Source: an optimization exercise on an open RTL-to-GDS flow (aim: small area, a short achievable clock period and few clock cycles). Production flows keep margins and buffers that such runs may drop. No functional check of the RTL was part of any run shown here.

==> flow/design.v <==
module B2BCD_IP (
    input  [5:0] bin,
    output reg [7:0] bcd
);
always @(*) begin
    case (bin)
        6'd0: bcd = 8'h00;
        6'd1: bcd = 8'h01;
        6'd2: bcd = 8'h02;
        6'd3: bcd = 8'h03;
        6'd4: bcd = 8'h04;
        6'd5: bcd = 8'h05;
        6'd6: bcd = 8'h06;
        6'd7: bcd = 8'h07;
        6'd8: bcd = 8'h08;
        6'd9: bcd = 8'h09;
        6'd10: bcd = 8'h10;
        6'd11: bcd = 8'h11;
        6'd12: bcd = 8'h12;
        6'd13: bcd = 8'h13;
        6'd14: bcd = 8'h14;
        6'd15: bcd = 8'h15;
        6'd16: bcd = 8'h16;
        6'd17: bcd = 8'h17;
        6'd18: bcd = 8'h18;
        6'd19: bcd = 8'h19;
        6'd20: bcd = 8'h20;
        6'd21: bcd = 8'h21;
        6'd22: bcd = 8'h22;
        6'd23: bcd = 8'h23;
        6'd24: bcd = 8'h24;
        6'd25: bcd = 8'h25;
        6'd26: bcd = 8'h26;
        6'd27: bcd = 8'h27;
        6'd28: bcd = 8'h28;
        6'd29: bcd = 8'h29;
        6'd30: bcd = 8'h30;
        6'd31: bcd = 8'h31;
        6'd32: bcd = 8'h32;
        6'd33: bcd = 8'h33;
        6'd34: bcd = 8'h34;
        6'd35: bcd = 8'h35;
        6'd36: bcd = 8'h36;
        6'd37: bcd = 8'h37;
        6'd38: bcd = 8'h38;
        6'd39: bcd = 8'h39;
        6'd40: bcd = 8'h40;
        6'd41: bcd = 8'h41;
        6'd42: bcd = 8'h42;
        6'd43: bcd = 8'h43;
        6'd44: bcd = 8'h44;
        6'd45: bcd = 8'h45;
        6'd46: bcd = 8'h46;
        6'd47: bcd = 8'h47;
        6'd48: bcd = 8'h48;
        6'd49: bcd = 8'h49;
        6'd50: bcd = 8'h50;
        6'd51: bcd = 8'h51;
        6'd52: bcd = 8'h52;
        6'd53: bcd = 8'h53;
        6'd54: bcd = 8'h54;
        6'd55: bcd = 8'h55;
        6'd56: bcd = 8'h56;
        6'd57: bcd = 8'h57;
        6'd58: bcd = 8'h58;
        6'd59: bcd = 8'h59;
        6'd60: bcd = 8'h60;
        6'd61: bcd = 8'h61;
        6'd62: bcd = 8'h62;
        6'd63: bcd = 8'h63;
    endcase
end
endmodule
module YEAR_LUT (
    input  [4:0] y4,
    output reg [3:0] t,
    output reg [2:0] u
);
always @(*) begin
    case (y4)
        5'd0: begin t = 4'd7; u = 3'd0; end
        5'd1: begin t = 4'd7; u = 3'd2; end
        5'd2: begin t = 4'd7; u = 3'd4; end
        5'd3: begin t = 4'd8; u = 3'd1; end
        5'd4: begin t = 4'd8; u = 3'd3; end
        5'd5: begin t = 4'd9; u = 3'd0; end
        5'd6: begin t = 4'd9; u = 3'd2; end
        5'd7: begin t = 4'd9; u = 3'd4; end
        5'd8: begin t = 4'd0; u = 3'd1; end
        5'd9: begin t = 4'd0; u = 3'd3; end
        5'd10: begin t = 4'd1; u = 3'd0; end
        5'd11: begin t = 4'd1; u = 3'd2; end
        5'd12: begin t = 4'd1; u = 3'd4; end
        5'd13: begin t = 4'd2; u = 3'd1; end
        5'd14: begin t = 4'd2; u = 3'd3; end
        5'd15: begin t = 4'd3; u = 3'd0; end
        5'd16: begin t = 4'd3; u = 3'd2; end
        5'd17: begin t = 4'd3; u = 3'd4; end
        default: begin t = y4[3:0]; u = y4[2:0]; end
    endcase
end
endmodule
module UT_TOP (
    clk, rst_n, in_valid, in_time,
    out_valid, out_display, out_day
);
input clk, rst_n, in_valid;
input [30:0] in_time;
output reg out_valid;
output reg [3:0] out_display;
output reg [2:0] out_day;
reg [4:0] cnt;
wire idle = (cnt == 5'd0);
reg [9:0]  R1;     
reg [7:0]  T;      
reg [15:0] S;      
reg [6:0]  LO;     
reg [1:0]  QD;     
reg [2:0]  W;      
reg        gt, lt; 
reg [10:0] R2;     
reg [4:0]  Y;      
reg [1:0]  YO;     
wire [3:0] MO = S[5:2];
wire [4:0] DY = S[10:6];
wire [11:0] x1 = {R1, S[15:14]};
wire        c1a = (x1 >= 12'd675), c1b = (x1 >= 12'd1350), c1c = (x1 >= 12'd2025);
wire [1:0]  q1 = c1c ? 2'd3 : c1b ? 2'd2 : c1a ? 2'd1 : 2'd0;
wire [11:0] r1n = c1c ? x1 - 12'd2025 : c1b ? x1 - 12'd1350 : c1a ? x1 - 12'd675 : x1;
wire [12:0] x2 = {R2, QD};
wire        c2a = (x2 >= 13'd1461), c2b = (x2 >= 13'd2922), c2c = (x2 >= 13'd4383);
wire [1:0]  q2 = c2c ? 2'd3 : c2b ? 2'd2 : c2a ? 2'd1 : 2'd0;
reg  [12:0] k2;     
always @(*) begin
    case (q2)
        2'd0: k2 = 13'd0;
        2'd1: k2 = 13'd1461;
        2'd2: k2 = 13'd2922;
        default: k2 = 13'd4383;
    endcase
end
wire [12:0] r2n = x2 - k2;
reg [2:0] wn;
always @(*) begin
    case ({W, q1})
        5'd0: wn = 3'd0;   5'd1: wn = 3'd1;   5'd2: wn = 3'd2;   5'd3: wn = 3'd3;
        5'd4: wn = 3'd4;   5'd5: wn = 3'd5;   5'd6: wn = 3'd6;   5'd7: wn = 3'd0;
        5'd8: wn = 3'd1;   5'd9: wn = 3'd2;   5'd10: wn = 3'd3;  5'd11: wn = 3'd4;
        5'd12: wn = 3'd5;  5'd13: wn = 3'd6;  5'd14: wn = 3'd0;  5'd15: wn = 3'd1;
        5'd16: wn = 3'd2;  5'd17: wn = 3'd3;  5'd18: wn = 3'd4;  5'd19: wn = 3'd5;
        5'd20: wn = 3'd6;  5'd21: wn = 3'd0;  5'd22: wn = 3'd1;  5'd23: wn = 3'd2;
        5'd24: wn = 3'd3;  5'd25: wn = 3'd4;  5'd26: wn = 3'd5;  5'd27: wn = 3'd6;
        5'd28: wn = 3'd0;  5'd29: wn = 3'd1;  5'd30: wn = 3'd2;  default: wn = 3'd3;
    endcase
end
reg [1:0] gdig;
always @(*) begin
    case (cnt[3:0])
        4'd2, 4'd3, 4'd4: gdig = 2'd2;
        4'd5: gdig = 2'd3;
        4'd7: gdig = 2'd3;
        4'd8: gdig = 2'd1;
        default: gdig = 2'd0;
    endcase
end
wire GEnow = gt | (~lt & c1a);
wire GE = gt | ~lt;
wire [4:0]  HQ = {S[1:0], LO[6:4]};
wire [8:0]  xh = (cnt == 5'd9) ? R1[9:1] : {T, HQ[4]};
wire        bh = (xh >= 9'd225);
wire [8:0]  rh = bh ? xh - 9'd225 : xh;
wire        cma = (T >= 8'd60), cmb = (T >= 8'd120), cmc = (T >= 8'd180);
wire [1:0]  qm = cmc ? 2'd3 : cmb ? 2'd2 : cma ? 2'd1 : 2'd0;
wire [7:0]  rm = cmc ? T - 8'd180 : cmb ? T - 8'd120 : cma ? T - 8'd60 : T;
wire [8:0] doy  = R2[10:2];
wire       leap = (YO == 2'd2);
wire T1  = (doy >= 9'd31);
wire T2  = leap ? (doy >= 9'd60)  : (doy >= 9'd59);
wire T3  = leap ? (doy >= 9'd91)  : (doy >= 9'd90);
wire T4  = leap ? (doy >= 9'd121) : (doy >= 9'd120);
wire T5  = leap ? (doy >= 9'd152) : (doy >= 9'd151);
wire T6  = leap ? (doy >= 9'd182) : (doy >= 9'd181);
wire T7  = leap ? (doy >= 9'd213) : (doy >= 9'd212);
wire T8  = leap ? (doy >= 9'd244) : (doy >= 9'd243);
wire T9  = leap ? (doy >= 9'd274) : (doy >= 9'd273);
wire T10 = leap ? (doy >= 9'd305) : (doy >= 9'd304);
wire T11 = leap ? (doy >= 9'd335) : (doy >= 9'd334);
wire [3:0] mcalc;
assign mcalc[3] = T8;
assign mcalc[2] = T4 & ~T8;
assign mcalc[1] = (T2 & ~T4) | (T6 & ~T8) | T10;
assign mcalc[0] = (T1 & ~T2) | (T3 & ~T4) | (T5 & ~T6) | (T7 & ~T8) | (T9 & ~T10) | T11;
reg [4:0] mst;
always @(*) begin
    case ({leap, MO})
        5'd0:  mst = 5'd31;  5'd1:  mst = 5'd30;  5'd2:  mst = 5'd26;  5'd3:  mst = 5'd25;
        5'd4:  mst = 5'd23;  5'd5:  mst = 5'd22;  5'd6:  mst = 5'd20;  5'd7:  mst = 5'd19;
        5'd8:  mst = 5'd18;  5'd9:  mst = 5'd16;  5'd10: mst = 5'd15;  5'd11: mst = 5'd13;
        5'd16: mst = 5'd31;  5'd17: mst = 5'd30;  5'd18: mst = 5'd27;  5'd19: mst = 5'd26;
        5'd20: mst = 5'd24;  5'd21: mst = 5'd23;  5'd22: mst = 5'd21;  5'd23: mst = 5'd20;
        5'd24: mst = 5'd19;  5'd25: mst = 5'd17;  5'd26: mst = 5'd16;  5'd27: mst = 5'd14;
        default: mst = 5'd0;
    endcase
end
wire [4:0] dcalc = DY - mst;
reg [3:0] mun;
always @(*) begin
    case (MO)
        4'd0: mun = 4'd1;  4'd1: mun = 4'd2;  4'd2: mun = 4'd3;  4'd3: mun = 4'd4;
        4'd4: mun = 4'd5;  4'd5: mun = 4'd6;  4'd6: mun = 4'd7;  4'd7: mun = 4'd8;
        4'd8: mun = 4'd9;  4'd9: mun = 4'd0;  4'd10: mun = 4'd1; 4'd11: mun = 4'd2;
        default: mun = MO;    
    endcase
end
wire [3:0] yt;
wire [2:0] yu;
YEAR_LUT u_year (.y4(Y), .t(yt), .u(yu));
wire [1:0] yo = (cnt == 5'd10) ? q2 : YO;
wire       ycarry = (yu == 3'd4) && yo[1];
wire [3:0] ytens = ycarry ? ((yt == 4'd9) ? 4'd0 : yt + 4'd1) : yt;
wire [3:0] yu2 = {yu, 1'b0} + yo;
wire [3:0] yunits = (yu2 >= 4'd10) ? yu2 - 4'd10 : yu2;
reg [5:0] cv;
always @(*) begin
    case (cnt)
        5'd14, 5'd15: cv = {1'b0, DY};
        5'd16, 5'd17: cv = {1'b0, HQ};
        5'd18, 5'd19: cv = {T[1:0], LO[3:0]};
        default:      cv = T[7:2];
    endcase
end
wire [7:0] cbcd;
B2BCD_IP u_bcd (.bin(cv), .bcd(cbcd));
reg [3:0] dig;
always @(*) begin
    case (cnt)
        5'd8:  dig = GEnow ? 4'd2 : 4'd1;
        5'd9:  dig = GE ? 4'd0 : 4'd9;
        5'd10: dig = ytens;
        5'd11: dig = yunits;
        5'd12: dig = (MO >= 4'd9) ? 4'd1 : 4'd0;
        5'd13: dig = mun;
        5'd14, 5'd16, 5'd18, 5'd20: dig = cbcd[7:4];
        default: dig = cbcd[3:0];
    endcase
end
wire dslot = (cnt >= 5'd8) && (cnt <= 5'd21);
always @(posedge clk or negedge rst_n) begin
    if (!rst_n) begin
        cnt <= 5'd0;
    end else begin
        if (in_valid && idle) cnt <= 5'd1;
        else if (cnt == 5'd22) cnt <= 5'd0;
        else if (!idle) cnt <= cnt + 5'd1;
    end
end
always @(posedge clk or negedge rst_n) begin
    if (!rst_n) begin
        out_valid <= 1'b0;
        out_display <= 4'd0;
        out_day <= 3'd0;
    end else begin
        out_valid <= dslot;
        out_display <= dslot ? dig : 4'd0;
        out_day <= (cnt == 5'd8) ? wn : dslot ? W : 3'd0;
    end
end
always @(posedge clk) begin
    if (idle) begin
        R1 <= {2'b00, in_time[30:23]};
        S  <= in_time[22:7];
        LO <= in_time[6:0];
        QD <= 2'd0;
        W  <= 3'd2;
        gt <= 1'b0;
        lt <= 1'b0;
        R2 <= 11'd0;
    end else begin
        S[15:11] <= S[13:9];
        if (cnt <= 5'd8) S[10:0] <= {S[8:0], 2'b00};
        QD <= (cnt == 5'd9) ? 2'd2 : q1;
        if (cnt <= 5'd8) W <= wn;
        if (!gt && !lt) begin
            gt <= (q1 > gdig);
            lt <= (q1 < gdig);
        end
        R2 <= r2n[10:0];
        if (cnt <= 5'd9) Y <= {Y[2:0], q2};
        if (cnt == 5'd10) YO <= q2;
        R1 <= r1n[9:0];
        if (cnt == 5'd9) begin
            T <= rh[7:0];
            {S[1:0], LO[6:4]} <= {R1[0], LO[6:4], bh};
        end
        if (cnt >= 5'd10 && cnt <= 5'd13) begin
            T <= rh[7:0];
            {S[1:0], LO[6:4]} <= {HQ[3:0], bh};
        end
        if (cnt >= 5'd14 && cnt <= 5'd16) begin
            T <= {rm[5:0], LO[3:2]};
            LO[3:0] <= {LO[1:0], qm};
        end
        if (cnt == 5'd11) S[5:2] <= mcalc;
        if (cnt == 5'd11) S[10:6] <= doy[4:0];
        if (cnt == 5'd12) S[10:6] <= dcalc;
    end
end
endmodule
==> flow/flow/run.sh <==
#!/bin/bash
# Standard layout, except:
#  - synthesis maps adders and comparators through ABC (no full/half-adder
#    cell extraction), with a stronger area-oriented ABC script
#    (flow/abc_area.script, used in place of ORFS's abc_area.script);
#  - port buffers are plain buf_1 cells (resized later where timing needs it);
#  - clock tree synthesis adds no dummy loads;
#  - timing repair aims for 2.67 ns paths.
set -euo pipefail
rm -rf scripts_local
cp -r "$FLOW_HOME/scripts" scripts_local
cp flow/abc_area.script scripts_local/abc_area.script
bash standard.sh "SCRIPTS_DIR=$PWD/scripts_local" ADDER_MAP_FILE= SETUP_SLACK_MARGIN=6.33 \
  "BUFFER_PORTS_ARGS=-buffer_cell sky130_fd_sc_hd__buf_1" \
  "CTS_ARGS=-sink_clustering_enable -repair_clock_nets -dont_use_dummy_load" \
  finish > flow_make.log 2>&1
==> flow/flow/abc_area.script <==
strash
&get -n
&fraig -x
&put
scorr
dc2
dc2
strash
dch -f
map {D}
topo
stime -c
buffer -c
upsize -c
dnsize -c
==> flow/standard.sh <==
#!/bin/bash
# synth_recipe.tcl (not shown) runs the flow's synth.tcl, then flattens the netlist and writes it again
# the make line also repeats each setting of config.mk as NAME=value (left out here)
make -C /OpenROAD-flow-scripts/flow DESIGN_CONFIG=/design/flow/config.mk WORK_HOME=/design/flow/orfs CLKGATE_MAP_FILE= SYNTH_SCRIPT=/design/flow/synth_recipe.tcl "${@:-finish}"
==> flow/config.mk <==
export PLATFORM = sky130hd
export DESIGN_NAME = UT_TOP
export DESIGN_NICKNAME = UT_TOP
export VERILOG_FILES = /design/flow/design.v
export SDC_FILE = /design/flow/constraint.sdc
export NUM_CORES = 4
export LEC_CHECK = 0
export ABC_AREA = 1
export ABC_CLOCK_PERIOD_IN_PS = 1500
export CAP_MARGIN = 20
export CORE_MARGIN = 2
export CORE_UTILIZATION = 60
export SETUP_SLACK_MARGIN = 5
export SLEW_MARGIN = 20
==> flow/constraint.sdc <==
create_clock -name core_clock -period 9.0 [get_ports {clk}]
set_input_delay 1.8000 -clock core_clock [delete_from_list [all_inputs] [get_ports {clk}]]
set_output_delay 1.8000 -clock core_clock [all_outputs]
set_load 0.01 [all_outputs]
==> run summary, run 1 <==
FILL cells approximately 870; clock sinks 79; IO Count 42; unrepaired setup endpoints after global routing yes; Die W 108 um; Clock Path Buffers 2; CTS Buf Count 9; Overflow after GRT 0; drt first-iter violations between 800 and 900; worst clock skew between 0.02 and 0.03 ns; initial antenna violation count 0; hold_sp S[11]; # diodes 0; setup slack after layout roughly 6.3 ns; htree depth 3; Core Util, Final 0.724; Pre-antenna DRT Iters 7; Hold Path Class reg -> reg; most frequent cells in the layout nand2_1, inv_1, nor2_1; Achievable Freq between 300 and 400 MHz; Initial Utilization 0.622; Crit Path Max Fanout 6; Placed Area between 6000 and 7000 um2; fin crit share 0.301; fin area 7540 um2; Net Count, Synth around 970; clk root buf clkbuf_8; routed wire length ~20000 um; number of global-route vias before repair about 6300; wire per inst ~18 um; largest net degree at the start of global routing 44; Worst Reg-to-Reg Cells 14; Max Cap Viol 0; first-pass GRT wire length about 30000 um; hold depth 2; Synth area leader edfxtp_1; core area ~10000 um2; Synth-to-Final Area Change 16.5%; Post-synth EDFFs 33; Synth Instances 935; register area share after synthesis 0.305; Routed Antenna Nets 0; Yosys Warn Count 3; #FFs+latches synth just under 80; Hold WS roughly 0.39 ns; Final TNS setup 0 ns; Die ar. ~12000 um2; setup violators final 0; WS Path Type reg -> reg; top cells by area, synth edfxtp_1, nand2_1, dfxtp_1, inv_1, nor2_1; post-synthesis cell type count 77; CP max stage delay approximately 0.4 ns; Post-synth top flop edfxtp_1; asr flop ratio synth 0.165; Netlist Area Pre-Place 6480 um2; Fin. Hold Viols 0; clock latency on the worst-skew pair slightly below 0.4 ns; r2r setup slk approximately 6.3 ns; IO buf count slightly above 40; fraction of layout cells with a size suffix above 1 0.195; Slew headroom 0.423; Arrival @ worst endpoint between 2 and 3 ns; CTS tree built; Min-Delay Endpoint S[13]; R2R Path End T[7]; reg-to-reg startpoint cnt[0]; commonest non-fill, non-tap cell in the layout nand2_1; final slew viol count 0; Crit. End Element flop; GP Congestion approximately 1.0; Clk pin slew, worst setup/hold paths about 0.10 ns; post-layout min period between 2 and 3 ns; Mapped Avg Cell Area 6.93 um2; dpl hpwl about 14000 um; Synth top area share 0.153; Row Count 37; Slew @ Worst Pin just under 0.9 ns; die height between 100 and 150 um; worst-path cell chain inv_2, nor3_4, buf_6, nand2_8, o21ai_4, nand3_2, nor3_4, nor4_4, nor2_4, inv_2, nand3_2, or2_1, a211oi_1, o21bai_1; slowest stage cell on the critical path dfrtp_1; nets 1044; Worst Path Required just over 9 ns; CP Launch Type flop; via count roughly 7200; number of remaining DRC errors 0; vias per cell ~6.3; run status timing/DRC/antenna clean; Place WS ~6.1 ns; gr usage total 0.328; hold buffers post-CTS 0
## what timing repair did
item | in CTS | in global routing
pin swaps | 0 | 14
gates resized for setup | 21 | 91
setup endpoints to repair | 26 | 31
cloned | 0 | 2
buffers inserted | 0 | 45
## worst max-delay path: cells and delay by family, from the launching register on
kind | cells | cell delay, ns
buffers and inverters | 3 | 0.34
AO/OA/AOI/OAI | 3 | 0.48
flip-flops | 1 | 0.40
AND/OR/NAND/NOR | 8 | 1.22
## stage by stage
stage               std cells
floorplan                 935
finish                   1144
detailed placement       1088
global placement         1088
global route             1144
CTS                      1097
## registers in the layout, summed over array words and instances (netlist names)
register     flops
cnt              5
Y                5
QD               2
gt               1
W                3
lt               1
LO               7
out_valid        1
R1              10
R2              11
out_day          3
out_display      4
YO               2
T                8
S               16
## cell type report
type                            instances  area (um2)  share of cell area
Tap cell                              136         170              0.0226
Sequential cell                        79        2020               0.267
Multi-Input combinational cell        695        4180               0.553
Timing Repair Buffer                   88         539              0.0715
Inverter                              137         519              0.0688
Clock buffer                            9         124              0.0164
## kinds of logic (layout without fill, tap and decap cells)
family                    Yosys count  after routing  share of synthesized area
and+or+nand+nor                   410            412                      0.291
AOI/OAI and AO/OA                 267            267                      0.277
buffers and inverters             163            234                      0.105
DFF                                79             79                      0.305
xor gates and xnor gates           15             15                     0.0203
muxes                               1              1                    0.00155
## worst max-delay path by stage
stage / start / to / slack (ns)
2_1_floorplan: cnt[4] / T[7] / 6.58
4_1_cts: out_day[1] / out_day[1] / 6.30
5_1_grt: cnt[0] / T[7] / 6.17
3_3_place_gp: cnt[4] / out_display[0] / 6.12
6_report: cnt[0] / T[7] / 6.29
3_5_place_dp: cnt[4] / T[7] / 6.06
## metal layers
metal / routed length, um / GRT usage / share of wire
met1: 8290 / 0.424 / 0.41
met2: 9660 / 0.527 / 0.48
met3: 1550 / 0.0581 / 0.076
met4: 832 / 0.164 / 0.041
met5: 0 / 0 / 0
## cell usage after synthesis (7+ instances only)
| master | n |
|---|---|
| nand2_1 | 185 |
| inv_1 | 122 |
| nor2_1 | 108 |
| o21ai_0 | 79 |
| a21oi_1 | 61 |
| nand3_1 | 49 |
| dfxtp_1 | 33 |
| edfxtp_1 | 33 |
| a31oi_1 | 15 |
| nor3_1 | 15 |
| clkbuf_1 | 13 |
| dfrtp_1 | 13 |
| inv_2 | 13 |
| o22ai_1 | 12 |
| xor2_1 | 12 |
| o21ai_1 | 10 |
| o211ai_1 | 9 |
| a211oi_1 | 8 |
| o221ai_1 | 8 |
| buf_6 | 7 |
| nand4_1 | 7 |
==> run 2: changes to the inputs <==
--- a/flow/design.v
+++ b/flow/design.v
@@ -128,3 +128,12 @@
 wire [1:0]  q1 = c1c ? 2'd3 : c1b ? 2'd2 : c1a ? 2'd1 : 2'd0;
-wire [11:0] r1n = c1c ? x1 - 12'd2025 : c1b ? x1 - 12'd1350 : c1a ? x1 - 12'd675 : x1;
+reg  [11:0] k1;     
+always @(*) begin
+    case (q1)
+        2'd0: k1 = 12'd0;
+        2'd1: k1 = 12'd675;
+        2'd2: k1 = 12'd1350;
+        default: k1 = 12'd2025;
+    endcase
+end
+wire [11:0] r1n = x1 - k1;
 wire [12:0] x2 = {R2, QD};
==> run summary, run 2 <==
Crit Path Max Fanout 1 (-5); Net Count, Synth 1011 (+4.3%); most frequent cells in the layout nand2_1, nor2_1, inv_1; Post-synth EDFFs 33 (unchanged); via count 7258 (+0.53%); first-pass GRT wire length 30000 um (-0.48%); Non-Filler Instances 1179 (+3.1%); Top reg by flops S; Clock Path Buffers 2 (unchanged); cell family with most CP delay flip-flops; FILL cells 966 (+11%); top flop regs S (16), R2 (11), R1 (10); Pre-antenna DRT Iters 5 (-2); placed insts 1133 (+4.1%); register area share after synthesis 0.301 (-0.00413); CP Launch Type flop; Post-synth top flop edfxtp_1; register area 2020 um2 (unchanged); #FFs+latches synth 79 (unchanged); die height 109 um (+0.66%); Clk pin slew, worst setup/hold paths 0.09 ns (about the same); Netlist Area Pre-Place 6570 um2 (+1.4%); Achievable Freq 373 MHz (+0.98%); Slew headroom 0.398 (-0.0255); Synth Instances 977 (+4.5%); Slew @ Worst Pin 0.896 ns (+0.0313 ns); slowest stage cell on the critical path dfrtp_1; CTS tree built; routed wire length 19900 um (-2.0%); Mapped Avg Cell Area 6.72 um2 (-3.0%); Synth-to-Final Area Change 13.9%; CP Depth 1 (-13); Synth top area share 0.151 (-0.00207); Hold Path Class reg -> reg; fraction of layout cells with a size suffix above 1 0.185 (-0.0106); run status timing/DRC/antenna clean; Worst Reg-to-Reg Cells 14 (unchanged); gr usage total 0.325 (-0.00310); most frequent cell after synthesis nand2_1; WS Path Type reg -> out; post-layout min period 2.68 ns (-0.0263 ns); clock sinks 79 (unchanged); Overflow after GRT 0 (unchanged); Arrival @ worst endpoint 0.88 ns (-1.95 ns); Die ar. 11800 um2 (+1.3%); worst-path cell chain clkbuf_2; unrepaired setup endpoints after global routing yes; number of global-route vias before repair 6395 (+0.88%); nets 1075 (+3.0%); setup slack after layout 6.32 ns (+0.0263 ns); Row Count 38 (+2.7%); post-synthesis cell type count 76 (-1.3%); number of remaining DRC errors 0 (unchanged); clk root buf clkbuf_8; dpl hpwl 14500 um (+2.9%); Buf+Inv Stages, Crit Path 1 (-2); CP max stage delay 0.38 ns (-0.02 ns); CTS Buf Count 9 (unchanged); vias per cell 6.16 (-2.5%); top cells by area, synth edfxtp_1, nand2_1, dfxtp_1, nor2_1, inv_1; IO Count 42 (unchanged); Worst Path Required 7.20 ns (-1.92 ns); Synth area leader edfxtp_1; final slew viol count 0 (unchanged); core area 10700 um2 (+3.2%); IO buf count 41 (unchanged); Fin. Hold Viols 0 (unchanged); Initial Utilization 0.611 (-0.0108); commonest non-fill, non-tap cell in the layout nand2_1; Yosys Warn Count 3 (unchanged); GP Congestion 0.981 (-3.4%); htree depth 3 (unchanged); Die W 109 um (+0.66%); drt first-iter violations 760 (-15%); # diodes 0 (unchanged); max reg flops 16 (unchanged); fin crit share 0.298 (-0.00292); Final TNS setup 0 ns (unchanged); Place WS 5.90 ns (-0.161 ns); wire per inst 16.9 um (-4.9%); Max Cap Viol 0 (unchanged); initial antenna violation count 0 (unchanged); largest net degree at the start of global routing 25 (-43%); top post-synthesis cells by count nand2_1, nor2_1, inv_1; area occupied by multi-input gates 4190 um2 (+0.36%); worst clock skew 0.0237 ns (-0.00445 ns); Routed Antenna Nets 0 (unchanged); clock latency on the worst-skew pair 0.38 ns (about the same); asr flop ratio synth 0.165 (unchanged); hold depth 2 (unchanged); Crit. End Element output pin; setup violators final 0 (unchanged)
[run 2: area by class of cell]
cell class / instances / share of cell area
Clock buffer: 9 / 0.0166
Inverter: 134 / 0.0678
Multi-Input combinational cell: 738 / 0.561
Sequential cell: 79 / 0.270
Tap cell: 140 / 0.0234
Timing Repair Buffer: 79 / 0.0621
[run 2: kinds of logic (layout without fill, tap and decap cells)]
group | Yosys count | in the layout | share of synthesized area
simple gates | 460 | 461 | 0.315
buf+inv | 161 | 222 | 0.0972
compound gates | 269 | 269 | 0.275
xor+xnor | 8 | 8 | 0.0118
flops | 79 | 79 | 0.301
[run 2: worst paths after layout]
path | startpoint | slack [ns] | to
worst max-delay path | out_day[1] | 6.32 | out_day[1]
worst min-delay path | S[11] | 0.41 | S[13]
worst max register to register | cnt[3] | 6.41 | T[4]
worst min register to register | S[11] | 0.41 | S[13]
max in group asynchronous | rst_n | 6.94 | cnt[2]
min in group asynchronous | rst_n | 1.48 | out_day[2]
[run 2: stage by stage]
stage	util	area [um2]	hold slack, ns
floorplan	-	6570	0.396
global placement	0.631	6780	0.403
detailed placement	0.631	6780	0.407
CTS	0.648	6970	0.418
global route	0.696	7480	0.442
finish	0.696	7480	0.413
[run 2: what timing repair did]
action / CTS / global route
hold buffers: 0 / 0
buffers inserted: 1 / 35
endpoints found under the hold margin: 0 / 0
resized for setup: 20 / 71
pin swaps: 0 / 17
gates cloned: 0 / 1
endpoints found under the setup margin: 42 / 58
[run 2: worst min-delay path, stage by stage (launching register included)]
cell     delay, ns
dfxtp_1       0.31
nand2_1       0.05
nand2_1       0.05
[run 2: metal layers]
layer / vias up / GRT usage / wire, um
li1: 3449 / - / -
met1: 3352 / 0.435 / 8440
met2: 387 / 0.522 / 9150
met3: 70 / 0.0476 / 1640
met4: 0 / 0.141 / 701
met5: - / 0 / 0
==> run 3: changes to the inputs <==
--- a/flow/design.v
+++ b/flow/design.v
@@ -120,3 +120,3 @@
 reg        gt, lt; 
-reg [10:0] R2;     
+reg [10:0] R2;
 reg [4:0]  Y;      
@@ -128,12 +128,3 @@
 wire [1:0]  q1 = c1c ? 2'd3 : c1b ? 2'd2 : c1a ? 2'd1 : 2'd0;
-reg  [11:0] k1;     
-always @(*) begin
-    case (q1)
-        2'd0: k1 = 12'd0;
-        2'd1: k1 = 12'd675;
-        2'd2: k1 = 12'd1350;
-        default: k1 = 12'd2025;
-    endcase
-end
-wire [11:0] r1n = x1 - k1;
+wire [11:0] r1n = c1c ? x1 - 12'd2025 : c1b ? x1 - 12'd1350 : c1a ? x1 - 12'd675 : x1;
 wire [12:0] x2 = {R2, QD};
@@ -141,12 +132,3 @@
 wire [1:0]  q2 = c2c ? 2'd3 : c2b ? 2'd2 : c2a ? 2'd1 : 2'd0;
-reg  [12:0] k2;     
-always @(*) begin
-    case (q2)
-        2'd0: k2 = 13'd0;
-        2'd1: k2 = 13'd1461;
-        2'd2: k2 = 13'd2922;
-        default: k2 = 13'd4383;
-    endcase
-end
-wire [12:0] r2n = x2 - k2;
+wire [12:0] r2n = c2c ? x2 - 13'd4383 : c2b ? x2 - 13'd2922 : c2a ? x2 - 13'd1461 : x2;
 reg [2:0] wn;
@@ -185,13 +167,14 @@
 wire       leap = (YO == 2'd2);
+wire [8:0] doyL = doy - {8'd0, leap & (doy >= 9'd60)};
 wire T1  = (doy >= 9'd31);
-wire T2  = leap ? (doy >= 9'd60)  : (doy >= 9'd59);
-wire T3  = leap ? (doy >= 9'd91)  : (doy >= 9'd90);
-wire T4  = leap ? (doy >= 9'd121) : (doy >= 9'd120);
-wire T5  = leap ? (doy >= 9'd152) : (doy >= 9'd151);
-wire T6  = leap ? (doy >= 9'd182) : (doy >= 9'd181);
-wire T7  = leap ? (doy >= 9'd213) : (doy >= 9'd212);
-wire T8  = leap ? (doy >= 9'd244) : (doy >= 9'd243);
-wire T9  = leap ? (doy >= 9'd274) : (doy >= 9'd273);
-wire T10 = leap ? (doy >= 9'd305) : (doy >= 9'd304);
-wire T11 = leap ? (doy >= 9'd335) : (doy >= 9'd334);
+wire T2  = leap ? (doy >= 9'd60) : (doy >= 9'd59);
+wire T3  = (doyL >= 9'd90);
+wire T4  = (doyL >= 9'd120);
+wire T5  = (doyL >= 9'd151);
+wire T6  = (doyL >= 9'd181);
+wire T7  = (doyL >= 9'd212);
+wire T8  = (doyL >= 9'd243);
+wire T9  = (doyL >= 9'd273);
+wire T10 = (doyL >= 9'd304);
+wire T11 = (doyL >= 9'd334);
 wire [3:0] mcalc;
@@ -260,3 +243,3 @@
     end else begin
-        if (in_valid && idle) cnt <= 5'd1;
+        if (in_valid) cnt <= 5'd1;
         else if (cnt == 5'd22) cnt <= 5'd0;
==> run summary, run 3 <==
post-synthesis cell type count 66 (-13%); Arrival @ worst endpoint 0.89 ns (about the same); worst-path cell chain clkbuf_2; IO Count 42 (unchanged); drt first-iter violations 870 (+14%); #FFs+latches synth 79 (unchanged); slowest stage cell on the critical path dfrtp_1; Worst Path Required 7.20 ns (about the same); IO buf count 41 (unchanged); final slew viol count 0 (unchanged); CP startpoint out_day[1]; Top reg by flops S; post-layout min period 2.69 ns (+0.00255 ns); r2r setup slk 6.42 ns (about the same); Row Count 38 (unchanged); Slew @ Worst Pin 0.831 ns (-0.0653 ns); top flop regs S (16), R2 (11), R1 (10); largest net degree at the start of global routing 48 (+92%); Synth Instances 1010 (+3.4%); Mapped Avg Cell Area 6.52 um2 (-2.9%); fin area 7150 um2 (-4.4%); Hold WS 0.439 ns (+0.0256 ns); first-pass GRT wire length 30200 um (+0.69%); critical path endpoint out_day[1]; asr flop ratio synth 0.165 (unchanged); commonest non-fill, non-tap cell in the layout nand2_1; wire per inst 16.1 um (-4.9%); clock sinks 79 (unchanged); Post-synth EDFFs 33 (unchanged); Clock Path Buffers 2 (unchanged); CTS Buf Count 9 (unchanged); Final TNS setup 0 ns (unchanged); Synth area leader edfxtp_1; Hold Path Class reg -> reg; Die W 109 um (+0.17%); Fin. Hold Viols 0 (unchanged); Clk pin slew, worst setup/hold paths 0.09 ns (about the same); placed insts 1162 (+2.6%); Routed Antenna Nets 0 (unchanged); Crit Path Max Fanout 1 (unchanged); Achievable Freq 372 MHz (about the same); htree depth 3 (unchanged); WS Path Type reg -> out; Overflow after GRT 0 (unchanged); hold buffers post-CTS 0 (unchanged); CTS tree built; Die ar. 11800 um2 (+0.33%); CP Depth 1 (unchanged); initial antenna violation count 0 (unchanged); core area 10800 um2 (+0.44%); Buf+Inv Stages, Crit Path 1 (unchanged); Placed Area 6800 um2 (+0.37%); vias per cell 6.20 (+0.67%); via count 7325 (+0.92%); R2R Path End S[2]; # diodes 0 (unchanged); worst clock skew 0.0259 ns (+0.00217 ns); fraction of layout cells with a size suffix above 1 0.0921 (-0.0927); clk root buf clkbuf_8; nets 1078 (+0.28%); top cells by area, synth edfxtp_1, nand2_1, dfxtp_1, o21ai_0, nor2_1; number of global-route vias before repair 6369 (-0.41%); CP max stage delay 0.38 ns (about the same); Initial Utilization 0.610 (about the same); dpl hpwl 13900 um (-3.8%); register area share after synthesis 0.300 (-0.00103); Pre-antenna DRT Iters 6 (+1); GP Congestion 0.976 (-0.45%); Synth-to-Final Area Change 8.55%; cell family with most CP delay flip-flops; clock latency on the worst-skew pair 0.39 ns (about the same); most frequent cell after synthesis nand2_1; Crit. End Element output pin; setup violators final 0 (unchanged); Synth top area share 0.150 (-0.000516); max reg flops 16 (unchanged); Net Count, Synth 1044 (+3.3%); fin crit share 0.298 (about the same); Yosys Warn Count 3 (unchanged); Netlist Area Pre-Place 6590 um2 (+0.34%); Post-synth top flop edfxtp_1; Worst Reg-to-Reg Cells 12 (-2); top post-synthesis cells by count nand2_1, nor2_1, inv_1; unrepaired setup endpoints after global routing yes; CP Launch Type flop; FILL cells 1001 (+3.6%); reg-to-reg startpoint R2[7]; routed wire length 19000 um (-4.7%); gr usage total 0.324 (-0.00102); die height 109 um (+0.17%); number of remaining DRC errors 0 (unchanged); run status timing/DRC/antenna clean; Slew headroom 0.446 (+0.0481); most frequent cells in the layout nand2_1, inv_1, nor2_1; Non-Filler Instances 1182 (+0.25%); Max Cap Viol 0 (unchanged)
## run 3: how the worst min path moves through the flow
stage                from     to  cells after the start
floorplan           S[11]  S[13]                      2
global placement    S[11]  S[13]                      2
detailed placement  S[11]  S[13]                      2
CTS                 S[12]  S[14]                      2
global route        S[13]  S[15]                      2
finish              S[12]  S[14]                      2
## run 3: metrics by stage
step	worst slack [ns]	util
after CTS	6.30	0.643
after floorplan	6.71	-
after detailed placement	5.98	0.630
final	6.31	0.663
after global routing	6.24	0.663
after global placement	6.07	0.630
## run 3: repair_timing
item,CTS,global route
pin swaps,0,3
cloned,0,2
setup endpoints to repair,17,49
buffers inserted,0,9
hold endpoints to repair,0,0
gates resized for setup,9,39
## run 3: cell families after synthesis
kind of cell / after synthesis / synth area share
flops: 79 / 0.300
simple gates: 489 / 0.329
xor+xnor: 13 / 0.0173
buf+inv: 141 / 0.0841
compound gates: 288 / 0.270
## run 3: cell type report
cell class	count	area [um2]	area share
clock buffer	9	124	0.0173
timing repair buffer	53	256	0.0359
inverter	109	409	0.0572
sequential	79	1990	0.279
tap	140	175	0.0245
multi-input combinational	792	4190	0.586
## run 3: metal layers
| layer | up-vias | wire (um) | share of wire | track usage |
|---|---|---|---|---|
| li1 | 3583 | - | - | - |
| met2 | 332 | 9150 | 0.48 | 0.553 |
| met4 | 0 | 526 | 0.028 | 0.129 |
| met5 | - | 0 | 0 | 0 |
| met1 | 3361 | 8190 | 0.43 | 0.411 |
| met3 | 49 | 1130 | 0.059 | 0.0502 |
==> run 4: changes to the inputs <==
--- a/flow/flow/run.sh
+++ b/flow/flow/run.sh
@@ -7,3 +7,2 @@
 #  - clock tree synthesis adds no dummy loads;
-#  - timing repair aims for 2.67 ns paths.
 set -euo pipefail
@@ -12,3 +11,3 @@
 cp flow/abc_area.script scripts_local/abc_area.script
-bash standard.sh "SCRIPTS_DIR=$PWD/scripts_local" ADDER_MAP_FILE= SETUP_SLACK_MARGIN=6.33 \
+bash standard.sh "SCRIPTS_DIR=$PWD/scripts_local" ADDER_MAP_FILE= \
   "BUFFER_PORTS_ARGS=-buffer_cell sky130_fd_sc_hd__buf_1" \
==> run summary, run 4 <==
via count 7146 (-2.4%); Die ar. 11800 um2 (unchanged); nets 1067 (-1.0%); largest net degree at the start of global routing 48 (unchanged); die height 109 um (unchanged); asr flop ratio synth 0.165 (unchanged); fin crit share 0.344 (+0.0459); register area share after synthesis 0.300 (unchanged); FILL cells 1027 (+2.6%); clk root buf clkbuf_8; Netlist Area Pre-Place 6590 um2 (unchanged); critical path endpoint S[2]; Pre-antenna DRT Iters 7 (+1); commonest non-fill, non-tap cell in the layout nand2_1; Synth area leader edfxtp_1; Crit Path Max Fanout 16 (+15); Die W 109 um (unchanged); Yosys Warn Count 3 (unchanged); register area 1980 um2 (-0.88%); htree depth 3 (unchanged); CP Launch Type flop; Crit. End Element flop; IO Count 42 (unchanged); setup slack after layout 5.90 ns (-0.413 ns); reg-to-reg startpoint R2[4]; Slew headroom 0.348 (-0.0975); unrepaired setup endpoints after global routing no; clock latency on the worst-skew pair 0.39 ns (about the same); Top reg by flops S; Placed Area 6800 um2 (unchanged); Mapped Avg Cell Area 6.52 um2 (unchanged); Post-synth top flop edfxtp_1; worst clock skew 0.0275 ns (+0.00157 ns); CTS tree built; GP Congestion 0.976 (unchanged); Net Count, Synth 1044 (unchanged); CP max stage delay 0.78 ns (+0.40 ns); Clock Path Buffers 2 (unchanged); clock sinks 79 (unchanged); first-pass GRT wire length 30200 um (-0.18%); gr usage total 0.323 (-0.000633); Synth top area share 0.150 (unchanged); worst-path cell chain nand4_1, nand3_2, nand4_4, nor2_4, nand4_4, nand2_1, nand2_1, a21oi_1, o22ai_1, nand3_1, nand4_1, o2bb2ai_1; dpl hpwl 13900 um (unchanged); R2R Path End S[2]; CTS Buf Count 9 (unchanged); Post-synth EDFFs 33 (unchanged); Final TNS setup 0 ns (unchanged); fraction of layout cells with a size suffix above 1 0.0495 (-0.0427); Fin. Hold Viols 0 (unchanged); WS Path Type reg -> reg; top flop regs S (16), R2 (11), R1 (10); top post-synthesis cells by count nand2_1, nor2_1, inv_1; Achievable Freq 323 MHz (-13%); number of global-route vias before repair 6357 (-0.19%); final slew viol count 0 (unchanged); Max Cap Viol 0 (unchanged); fin area 6930 um2 (-3.1%); Overflow after GRT 0 (unchanged); slowest stage cell on the critical path dfxtp_1; vias per cell 6.10 (-1.5%); hold buffers post-CTS 0 (unchanged); core area 10800 um2 (unchanged); most frequent cells in the layout nand2_1, nor2_1, inv_1; Slew @ Worst Pin 0.974 ns (+0.143 ns); area occupied by multi-input gates 4060 um2 (-3.0%); Worst Path Required 9.12 ns (+1.92 ns); most frequent cell after synthesis nand2_1; initial antenna violation count 0 (unchanged); #FFs+latches synth 79 (unchanged); Initial Utilization 0.610 (unchanged); post-CTS resize count 0 (-9); number of remaining DRC errors 0 (unchanged); r2r setup slk 5.90 ns (-0.52 ns); Clk pin slew, worst setup/hold paths 0.09 ns (about the same); routed wire length 18400 um (-3.0%); Synth-to-Final Area Change 5.13%; post-synthesis cell type count 66 (unchanged); Post-CTS Setup Inserts 0 (unchanged); drt first-iter violations 711 (-18%); Hold Path Class reg -> reg; CP startpoint R2[4]; Worst Reg-to-Reg Cells 12 (unchanged); wire per inst 15.7 um (-2.1%); Row Count 38 (unchanged); run status timing/DRC/antenna clean; setup violators final 0 (unchanged); Routed Antenna Nets 0 (unchanged); top cells by area, synth edfxtp_1, nand2_1, dfxtp_1, o21ai_0, nor2_1; post-layout min period 3.10 ns (+0.413 ns); max reg flops 16 (unchanged); # diodes 0 (unchanged); IO buf count 41 (unchanged); Arrival @ worst endpoint 3.22 ns (+2.33 ns); Place WS 5.98 ns (unchanged); Synth Instances 1010 (unchanged)
run 4: cell counts after synthesis:
Identical to the previous run, type by type.
run 4: metrics by stage:
stage / util / hold slack (ns) / cells
3_3_place_gp: 0.630 / 0.422 / 1162
3_5_place_dp: 0.630 / 0.416 / 1162
6_report: 0.642 / 0.440 / 1171
4_1_cts: 0.642 / 0.441 / 1171
2_1_floorplan: - / 0.396 / 1010
5_1_grt: 0.642 / 0.478 / 1171
run 4: critical path, delay by kind of cell, from the launching register on:
family	cells	cell delay (ns)
compound gates	3	0.49
simple gates	9	1.55
flops	1	0.78
run 4: cell type report:
type | count | area share
clock buffer | 9 | 0.0179
inverter | 109 | 0.0591
multi-input combinational | 790 | 0.587
tap | 140 | 0.0253
timing repair buffer | 44 | 0.0255
sequential | 79 | 0.285
run 4: worst min-delay path by stage:
stage                     startpoint  slack (ns)  cells past startpoint    end
after floorplan                S[11]        0.40                      2  S[13]
after global placement         S[11]        0.42                      2  S[13]
after detailed placement       S[11]        0.42                      2  S[13]
after CTS                      S[12]        0.44                      2  S[14]
after global routing           S[13]        0.48                      2  S[15]
final                          S[12]        0.44                      2  S[14]
run 4: per-layer routing:
layer | GRT usage | share of wire | up-vias
met5 | 0 | 0 | -
met4 | 0.129 | 0.030 | 0
met3 | 0.0502 | 0.058 | 54
met2 | 0.552 | 0.47 | 290
met1 | 0.410 | 0.44 | 3243
li1 | - | - | 3559
run 4: kinds of logic (layout without fill, tap and decap cells):
group / count (synthesis) / in the layout / synth area share
AOI/OAI and AO/OA: 288 / 288 / 0.270
xor gates and xnor gates: 13 / 13 / 0.0173
buffers and inverters: 141 / 162 / 0.0841
DFF: 79 / 79 / 0.300
and+or+nand+nor: 489 / 489 / 0.329
==> run 5: changes to the inputs <==
--- a/flow/design.v
+++ b/flow/design.v
@@ -120,3 +120,3 @@
 reg        gt, lt; 
-reg [10:0] R2;
+reg [10:0] R2;     
 reg [4:0]  Y;      
@@ -243,3 +243,3 @@
     end else begin
-        if (in_valid) cnt <= 5'd1;
+        if (in_valid && idle) cnt <= 5'd1;
         else if (cnt == 5'd22) cnt <= 5'd0;
@@ -256,3 +256,3 @@
         out_display <= dslot ? dig : 4'd0;
-        out_day <= (cnt == 5'd8) ? wn : dslot ? W : 3'd0;
+        out_day <= (cnt == 5'd8) ? wn : dslot ? out_day : 3'd0;
     end
@@ -273,3 +273,3 @@
         QD <= (cnt == 5'd9) ? 2'd2 : q1;
-        if (cnt <= 5'd8) W <= wn;
+        W  <= wn;
         if (!gt && !lt) begin
--- a/flow/flow/run.sh
+++ b/flow/flow/run.sh
@@ -7,2 +7,3 @@
 #  - clock tree synthesis adds no dummy loads;
+#  - timing repair aims for 2.67 ns paths.
 set -euo pipefail
@@ -11,3 +12,3 @@
 cp flow/abc_area.script scripts_local/abc_area.script
-bash standard.sh "SCRIPTS_DIR=$PWD/scripts_local" ADDER_MAP_FILE= \
+bash standard.sh "SCRIPTS_DIR=$PWD/scripts_local" ADDER_MAP_FILE= SETUP_SLACK_MARGIN=6.33 \
   "BUFFER_PORTS_ARGS=-buffer_cell sky130_fd_sc_hd__buf_1" \
==> run summary, run 5 <==
area occupied by multi-input gates 4200 um2 (+3.3%); Netlist Area Pre-Place 6550 um2 (-0.55%); CP max stage delay 0.38 ns (-0.40 ns); wire per inst 16.2 um (+3.0%); Fin. Hold Viols 0 (unchanged); max reg flops 16 (unchanged); Routed Antenna Nets 0 (unchanged); Die W 108 um (-0.26%); Slew headroom 0.386 (+0.0380); worst clock skew 0.0316 ns (+0.00416 ns); cell family with most CP delay flip-flops; Final TNS setup 0 ns (unchanged); Worst Path Required 7.20 ns (-1.92 ns); WS Path Type reg -> out; Place WS 5.71 ns (-0.269 ns); fraction of layout cells with a size suffix above 1 0.110 (+0.0610); top cells by area, synth edfxtp_1, nand2_1, dfxtp_1, nor2_1, o21ai_0; gr usage total 0.322 (-0.00163); Arrival @ worst endpoint 0.87 ns (-2.35 ns); htree depth 3 (unchanged); Crit Path Max Fanout 2 (-14); most frequent cells in the layout nand2_1, nor2_1, inv_1; die height 108 um (-0.26%); slowest stage cell on the critical path dfrtp_1; drt first-iter violations 794 (+12%); post-synthesis cell type count 62 (-6.1%); largest net degree at the start of global routing 38 (-21%); clk root buf clkbuf_8; Synth-to-Final Area Change 12.2%; number of global-route vias before repair 6128 (-3.6%); number of remaining DRC errors 0 (unchanged); post-layout min period 2.67 ns (-0.425 ns); Yosys Warn Count 3 (unchanged); #FFs+latches synth 79 (unchanged); Clock Path Buffers 2 (unchanged); GP Congestion 0.954 (-2.3%); Initial Utilization 0.610 (-0.000676); Clk pin slew, worst setup/hold paths 0.09 ns (about the same); CTS tree built; Mapped Avg Cell Area 6.42 um2 (-1.5%); dpl hpwl 13700 um (-1.4%); register area share after synthesis 0.302 (+0.00166); via count 7524 (+5.3%); Slew @ Worst Pin 0.920 ns (-0.0533 ns); Row Count 38 (unchanged); final slew viol count 0 (unchanged); clock sinks 79 (unchanged); hold buffers post-CTS 0 (unchanged); clock latency on the worst-skew pair 0.37 ns (-0.02 ns); Synth top area share 0.151 (+0.000833); FILL cells 980 (-4.6%); Synth Instances 1020 (+0.99%); asr flop ratio synth 0.165 (unchanged); IO Count 42 (unchanged); fin area 7350 um2 (+6.2%); first-pass GRT wire length 29900 um (-1.1%); Placed Area 6740 um2 (-0.86%); Synth area leader edfxtp_1; Post-synth top flop edfxtp_1; top post-synthesis cells by count nand2_1, nor2_1, inv_1; register area 2000 um2 (+1.4%); unrepaired setup endpoints after global routing yes; initial antenna violation count 0 (unchanged); fin crit share 0.297 (-0.0472); core area 10700 um2 (-0.44%); Max Cap Viol 0 (unchanged); IO buf count 41 (unchanged); Crit. End Element output pin; top flop regs S (16), R2 (11), R1 (10); Overflow after GRT 0 (unchanged); # diodes 0 (unchanged); Pre-antenna DRT Iters 6 (-1); Buf+Inv Stages, Crit Path 1 (+1); commonest non-fill, non-tap cell in the layout nand2_1; Achievable Freq 374 MHz (+16%); Hold Path Class reg -> reg; worst-path cell chain clkbuf_2; CTS Buf Count 9 (unchanged); setup slack after layout 6.33 ns (+0.425 ns); Post-synth EDFFs 33 (unchanged); routed wire length 19700 um (+7.1%); run status timing/DRC/antenna clean; CP Launch Type flop; most frequent cell after synthesis nand2_1; setup violators final 0 (unchanged); Die ar. 11800 um2 (-0.52%); vias per cell 6.18 (+1.3%); Net Count, Synth 1054 (+0.96%); Top reg by flops S; nets 1113 (+4.3%)
-- run 5: final timing paths --
check                            from    endpoint  slack (ns)  cells after the start
setup / recovery           out_day[1]  out_day[1]        6.33                      1
hold / removal                  S[13]       S[15]        0.42                      2
setup reg to reg                R2[5]        S[2]        6.42                     12
hold reg to reg                 S[13]       S[15]        0.42                      2
max in group asynchronous       rst_n      cnt[2]        7.01                      1
min in group asynchronous       rst_n      cnt[3]        1.47                      1
-- run 5: layout make-up --
| class | instances | share of cell area |
|---|---|---|
| well taps | 140 | 0.0238 |
| flip-flops and latches | 79 | 0.273 |
| clock buffers | 9 | 0.0168 |
| repair buffers | 77 | 0.0592 |
| multi-input cells | 803 | 0.571 |
| inverters | 109 | 0.0567 |
-- run 5: metrics by stage --
stage          utilization  hold slack, ns  instances
2_1_floorplan            -           0.396       1020
3_3_place_gp         0.628           0.406       1169
3_5_place_dp         0.628           0.406       1169
4_1_cts              0.649           0.427       1183
5_1_grt              0.684           0.442       1217
6_report             0.684           0.423       1217
-- run 5: timing repair --
action,4_1_cts,5_1_grt
cloned,2,2
gates resized for setup,17,44
setup endpoints to repair,59,40
pin swaps,2,8
buffers inserted,3,31
-- run 5: logic make-up after synthesis --
logic type | Yosys count | share of synthesized area
and+or+nand+nor | 512 | 0.340
AOI/OAI and AO/OA | 276 | 0.257
buffers and inverters | 142 | 0.0857
DFF | 79 | 0.302
xor gates and xnor gates | 11 | 0.0147
-- run 5: routing by layer --
layer  vias up  track usage  part of all wire
met1      3425        0.460              0.44
met3        36       0.0573             0.096
met5         -            0                 0
met4         0        0.106             0.018
met2       396        0.491              0.45
li1       3667            -                 -
==> run 6: changes to the inputs <==
--- a/flow/design.v
+++ b/flow/design.v
@@ -125,2 +125,5 @@
 wire [4:0] DY = S[10:6];
+wire [9:0]  a0 = in_time[30:21];
+wire        c0 = (a0 >= 10'd675);
+wire [9:0]  r0 = c0 ? a0 - 10'd675 : a0;
 wire [11:0] x1 = {R1, S[15:14]};
@@ -149,6 +152,6 @@
     case (cnt[3:0])
-        4'd2, 4'd3, 4'd4: gdig = 2'd2;
-        4'd5: gdig = 2'd3;
-        4'd7: gdig = 2'd3;
-        4'd8: gdig = 2'd1;
+        4'd1, 4'd2, 4'd3: gdig = 2'd2;
+        4'd4: gdig = 2'd3;
+        4'd6: gdig = 2'd3;
+        4'd7: gdig = 2'd1;
         default: gdig = 2'd0;
@@ -159,3 +162,3 @@
 wire [4:0]  HQ = {S[1:0], LO[6:4]};
-wire [8:0]  xh = (cnt == 5'd9) ? R1[9:1] : {T, HQ[4]};
+wire [8:0]  xh = (cnt == 5'd8) ? R1[9:1] : {T, HQ[4]};
 wire        bh = (xh >= 9'd225);
@@ -167,14 +170,13 @@
 wire       leap = (YO == 2'd2);
-wire [8:0] doyL = doy - {8'd0, leap & (doy >= 9'd60)};
 wire T1  = (doy >= 9'd31);
-wire T2  = leap ? (doy >= 9'd60) : (doy >= 9'd59);
-wire T3  = (doyL >= 9'd90);
-wire T4  = (doyL >= 9'd120);
-wire T5  = (doyL >= 9'd151);
-wire T6  = (doyL >= 9'd181);
-wire T7  = (doyL >= 9'd212);
-wire T8  = (doyL >= 9'd243);
-wire T9  = (doyL >= 9'd273);
-wire T10 = (doyL >= 9'd304);
-wire T11 = (doyL >= 9'd334);
+wire T2  = leap ? (doy >= 9'd60)  : (doy >= 9'd59);
+wire T3  = leap ? (doy >= 9'd91)  : (doy >= 9'd90);
+wire T4  = leap ? (doy >= 9'd121) : (doy >= 9'd120);
+wire T5  = leap ? (doy >= 9'd152) : (doy >= 9'd151);
+wire T6  = leap ? (doy >= 9'd182) : (doy >= 9'd181);
+wire T7  = leap ? (doy >= 9'd213) : (doy >= 9'd212);
+wire T8  = leap ? (doy >= 9'd244) : (doy >= 9'd243);
+wire T9  = leap ? (doy >= 9'd274) : (doy >= 9'd273);
+wire T10 = leap ? (doy >= 9'd305) : (doy >= 9'd304);
+wire T11 = leap ? (doy >= 9'd335) : (doy >= 9'd334);
 wire [3:0] mcalc;
@@ -209,3 +211,3 @@
 YEAR_LUT u_year (.y4(Y), .t(yt), .u(yu));
-wire [1:0] yo = (cnt == 5'd10) ? q2 : YO;
+wire [1:0] yo = (cnt == 5'd9) ? q2 : YO;
 wire       ycarry = (yu == 3'd4) && yo[1];
@@ -217,5 +219,5 @@
     case (cnt)
-        5'd14, 5'd15: cv = {1'b0, DY};
-        5'd16, 5'd17: cv = {1'b0, HQ};
-        5'd18, 5'd19: cv = {T[1:0], LO[3:0]};
+        5'd13, 5'd14: cv = {1'b0, DY};
+        5'd15, 5'd16: cv = {1'b0, HQ};
+        5'd17, 5'd18: cv = {T[1:0], LO[3:0]};
         default:      cv = T[7:2];
@@ -228,9 +230,9 @@
     case (cnt)
-        5'd8:  dig = GEnow ? 4'd2 : 4'd1;
-        5'd9:  dig = GE ? 4'd0 : 4'd9;
-        5'd10: dig = ytens;
-        5'd11: dig = yunits;
-        5'd12: dig = (MO >= 4'd9) ? 4'd1 : 4'd0;
-        5'd13: dig = mun;
-        5'd14, 5'd16, 5'd18, 5'd20: dig = cbcd[7:4];
+        5'd7:  dig = GEnow ? 4'd2 : 4'd1;
+        5'd8:  dig = GE ? 4'd0 : 4'd9;
+        5'd9:  dig = ytens;
+        5'd10: dig = yunits;
+        5'd11: dig = (MO >= 4'd9) ? 4'd1 : 4'd0;
+        5'd12: dig = mun;
+        5'd13, 5'd15, 5'd17, 5'd19: dig = cbcd[7:4];
         default: dig = cbcd[3:0];
@@ -238,3 +240,3 @@
 end
-wire dslot = (cnt >= 5'd8) && (cnt <= 5'd21);
+wire dslot = (cnt >= 5'd7) && (cnt <= 5'd20);
 always @(posedge clk or negedge rst_n) begin
@@ -244,3 +246,3 @@
         if (in_valid && idle) cnt <= 5'd1;
-        else if (cnt == 5'd22) cnt <= 5'd0;
+        else if (cnt == 5'd21) cnt <= 5'd0;
         else if (!idle) cnt <= cnt + 5'd1;
@@ -256,3 +258,3 @@
         out_display <= dslot ? dig : 4'd0;
-        out_day <= (cnt == 5'd8) ? wn : dslot ? out_day : 3'd0;
+        out_day <= (cnt == 5'd7) ? wn : dslot ? W : 3'd0;
     end
@@ -261,8 +263,8 @@
     if (idle) begin
-        R1 <= {2'b00, in_time[30:23]};
-        S  <= in_time[22:7];
+        R1 <= r0;
+        S  <= {in_time[20:7], 2'b00};
         LO <= in_time[6:0];
-        QD <= 2'd0;
-        W  <= 3'd2;
-        gt <= 1'b0;
+        QD <= {1'b0, c0};
+        W  <= c0 ? 3'd2 : 3'd1;
+        gt <= c0;
         lt <= 1'b0;
@@ -271,5 +273,5 @@
         S[15:11] <= S[13:9];
-        if (cnt <= 5'd8) S[10:0] <= {S[8:0], 2'b00};
-        QD <= (cnt == 5'd9) ? 2'd2 : q1;
-        W  <= wn;
+        if (cnt <= 5'd7) S[10:0] <= {S[8:0], 2'b00};
+        QD <= (cnt == 5'd8) ? 2'd2 : q1;
+        if (cnt <= 5'd7) W <= wn;
         if (!gt && !lt) begin
@@ -279,6 +281,6 @@
         R2 <= r2n[10:0];
-        if (cnt <= 5'd9) Y <= {Y[2:0], q2};
-        if (cnt == 5'd10) YO <= q2;
+        if (cnt <= 5'd8) Y <= {Y[2:0], q2};
+        if (cnt == 5'd9) YO <= q2;
         R1 <= r1n[9:0];
-        if (cnt == 5'd9) begin
+        if (cnt == 5'd8) begin
             T <= rh[7:0];
@@ -286,3 +288,3 @@
         end
-        if (cnt >= 5'd10 && cnt <= 5'd13) begin
+        if (cnt >= 5'd9 && cnt <= 5'd12) begin
             T <= rh[7:0];
@@ -290,3 +292,3 @@
         end
-        if (cnt >= 5'd14 && cnt <= 5'd16) begin
+        if (cnt >= 5'd13 && cnt <= 5'd15) begin
             T <= {rm[5:0], LO[3:2]};
@@ -294,5 +296,5 @@
         end
-        if (cnt == 5'd11) S[5:2] <= mcalc;
-        if (cnt == 5'd11) S[10:6] <= doy[4:0];
-        if (cnt == 5'd12) S[10:6] <= dcalc;
+        if (cnt == 5'd10) S[5:2] <= mcalc;
+        if (cnt == 5'd10) S[10:6] <= doy[4:0];
+        if (cnt == 5'd11) S[10:6] <= dcalc;
     end
==> run summary, run 6 <==
setup violators final 0 (unchanged); Top reg by flops S; Worst Reg-to-Reg Cells 9 (-3); Non-Filler Instances 1209 (-0.66%); top post-synthesis cells by count nand2_1, inv_1, nor2_1; Die ar. 12200 um2 (+3.6%); fin crit share 0.299 (+0.00219); fraction of layout cells with a size suffix above 1 0.111 (+0.000827); drt first-iter violations 904 (+14%); post-layout min period 2.69 ns (+0.0197 ns); die height 110 um (+1.8%); number of global-route vias before repair 7004 (+14%); core area 10900 um2 (+1.8%); CTS tree built; Worst Path Required 9.22 ns (+2.02 ns); CTS Buf Count 9 (unchanged); fin area 7640 um2 (+3.8%); commonest non-fill, non-tap cell in the layout nand2_1; final slew viol count 0 (unchanged); Crit. End Element flop; #FFs+latches synth 79 (unchanged); Placed Area 7040 um2 (+4.4%); Clk pin slew, worst setup/hold paths 0.06 ns (-0.03 ns); clock latency on the worst-skew pair 0.35 ns (-0.02 ns); Final TNS setup 0 ns (unchanged); placed insts 1173 (+0.34%); dpl hpwl 14800 um (+7.9%); hold buffers post-CTS 0 (unchanged); most frequent cell after synthesis nand2_1; unrepaired setup endpoints after global routing yes; Initial Utilization 0.622 (+0.0118); Overflow after GRT 0 (unchanged); worst-path cell chain buf_8, nand2_8, nand3_4, nor2_4, nor2_2, o21a_1, nand2_2, nand2_4, o21ai_2, a21oi_1, a211oi_1, a31oi_1; most frequent cells in the layout nand2_1, inv_1, nor2_1; Net Count, Synth 1058 (+0.38%); Core Util, Final 0.698 (+0.0140); Max Cap Viol 0 (unchanged); clk root buf clkbuf_16; Synth top area share 0.155 (+0.00338); Netlist Area Pre-Place 6800 um2 (+3.7%); area occupied by multi-input gates 4430 um2 (+5.6%); Routed Antenna Nets 0 (unchanged); post-synthesis cell type count 65 (+4.8%); routed wire length 20900 um (+6.2%); top cells by area, synth edfxtp_1, nand2_1, dfxtp_1, a21oi_1, nand3_1; Buf+Inv Stages, Crit Path 1 (unchanged); Synth-to-Final Area Change 12.4% (about the same); Post-synth EDFFs 35 (+6.1%); via count 7762 (+3.2%); CP Depth 12 (+11); first-pass GRT wire length 34200 um (+15%); run status timing/DRC/antenna clean; Crit Path Max Fanout 7 (+5); cell family with most CP delay compound AO/OA/AOI/OAI gates; Yosys Warn Count 3 (unchanged); Achievable Freq 371 MHz (-0.73%); Slew headroom 0.458 (+0.0720); Slew @ Worst Pin 0.812 ns (-0.108 ns); initial antenna violation count 0 (unchanged); largest net degree at the start of global routing 23 (-39%); gr usage total 0.339 (+0.0173); Die W 110 um (+1.8%); # diodes 0 (unchanged); Hold Path Class reg -> reg; vias per cell 6.42 (+3.8%); Synth Instances 1024 (+0.39%); Clock Path Buffers 2 (unchanged); worst clock skew 0.00719 ns (-0.0244 ns); register area 2000 um2 (unchanged); Arrival @ worst endpoint 2.92 ns (+2.05 ns); IO Count 42 (unchanged); CP max stage delay 0.18 ns (-0.20 ns); FILL cells 972 (-0.82%); Row Count 38 (unchanged); max reg flops 16 (unchanged); Synth area leader edfxtp_1; wire per inst 17.3 um (+6.9%); nets 1105 (-0.72%); Post-synth top flop edfxtp_1; Pre-antenna DRT Iters 5 (-1); number of remaining DRC errors 0 (unchanged); Mapped Avg Cell Area 6.64 um2 (+3.3%); clock sinks 79 (unchanged); hold depth 2 (unchanged); GP Congestion 0.994 (+4.2%); htree depth 3 (unchanged); slowest stage cell on the critical path a211oi_1; WS Path Type in -> reg; asr flop ratio synth 0.165 (unchanged); register area share after synthesis 0.294 (-0.00794); IO buf count 41 (unchanged); CP Launch Type input port; Fin. Hold Viols 0 (unchanged); top flop regs S (16), R2 (11), R1 (10)
-- run 6: changes by cell type in the layout (fill, tap and decap cells not counted), moves of 9 or more --
cell       change
nand4_1       +15
clkbuf_8       -9
nand2_1       -25
nor3_1        -11
nor2_1        -25
clkbuf_16      +9
-- run 6: repair_timing --
action,4_1_cts,5_1_grt
endpoints found under the setup margin,55,43
resized for setup,24,28
gates cloned,3,0
pin swaps,10,6
buffers inserted,8,16
-- run 6: per-layer routing --
layer / global-route usage / routed length, um / vias up
li1: - / - / 3760
met1: 0.470 / 8990 / 3592
met2: 0.542 / 9760 / 372
met3: 0.0637 / 1770 / 38
met4: 0.0975 / 415 / 0
met5: 0 / 0 / -
-- run 6: path summary, 6_finish.rpt --
kind | from | endpoint | slack [ns]
setup reg to reg | cnt[3] | T[1] | 6.44
hold / removal | S[11] | S[13] | 0.43
min in group asynchronous | rst_n | out_display[1] | 1.52
hold reg to reg | S[11] | S[13] | 0.43
max in group asynchronous | rst_n | cnt[3] | 6.89
setup / recovery | in_time[22] | R1[5] | 6.31
-- run 6: worst register-to-register path, cell delays in order (launching register included) --
cell     delay, ns
dfrtp_4       0.55
inv_2         0.10
nor3_2        0.24
nand2_4       0.21
o21a_1        0.29
nor2_4        0.20
nand3_1       0.15
a21oi_2       0.26
o21ai_0       0.11
o22a_1        0.20
-- run 6: cell type report --
| class | instances | area share |
|---|---|---|
| inverter | 103 | 0.0521 |
| sequential | 79 | 0.262 |
| multi-input combinational | 809 | 0.581 |
| timing repair buffer | 68 | 0.0518 |
| clock buffer | 9 | 0.0295 |
| tap | 140 | 0.0229 |
| timing repair inverter | 1 | 0.000655 |
-- run 6: kinds of logic after synthesis --
kind of cell,after synthesis,synth area share
AND/OR/NAND/NOR,490,0.332
flip-flops,79,0.294
AO/OA/AOI/OAI,308,0.281
buffers and inverters,138,0.0817
XOR/XNOR,9,0.0116
-- run 6: per-stage QoR --
step                setup WS, ns  hold WS (ns)
finish                      6.31         0.430
global route                6.10         0.444
CTS                         6.29         0.427
detailed placement          5.61         0.414
global placement            5.67         0.410
floorplan                   6.04         0.396

[port drivers added, routing unchanged]
The flow's constraints put no driver on any port. The routed layouts listed below were extracted and timed again, unchanged, in two steps.
Step 1, drivers: a clkbuf_16 drives clk and a buf_2 each remaining input, both assumed.
Step 2 also shifts input and output timing later by t, the mid clock arrival at the registers, as if the neighbouring blocks saw the same clock.
Three values: no drivers, after step 1, after step 2; two values: the first two.
run	t (ns)	setup slack, ns	hold WS [ns]	worst slew at a driven data input, ns	pins driven straight from the clock port
run 1	0.408	6.291 / 6.267 / 6.291	0.394 / 0.394 / 0.394	0.04	1
run 2	0.403	6.317 / 6.282 / 6.414	0.413 / 0.413 / 0.413	0.03	1
run 3	0.410	6.315 / 6.279 / 6.418	0.439 / 0.439 / 0.439	0.04	1
run 4	0.411	5.902 / 5.902 / 5.902	0.440 / 0.440 / 0.440	0.04	1
run 5	0.396	6.326 / 6.290 / 6.415	0.423 / 0.423 / 0.423	0.04	1
run 6	0.383	6.307 / 6.299 / 5.916	0.430 / 0.430 / 0.430	0.05	1
After both steps every run listed still meets setup and hold. The setup slack of run 6, which loses most, moves by -0.008 ns with the drivers and by -0.391 ns with both steps.
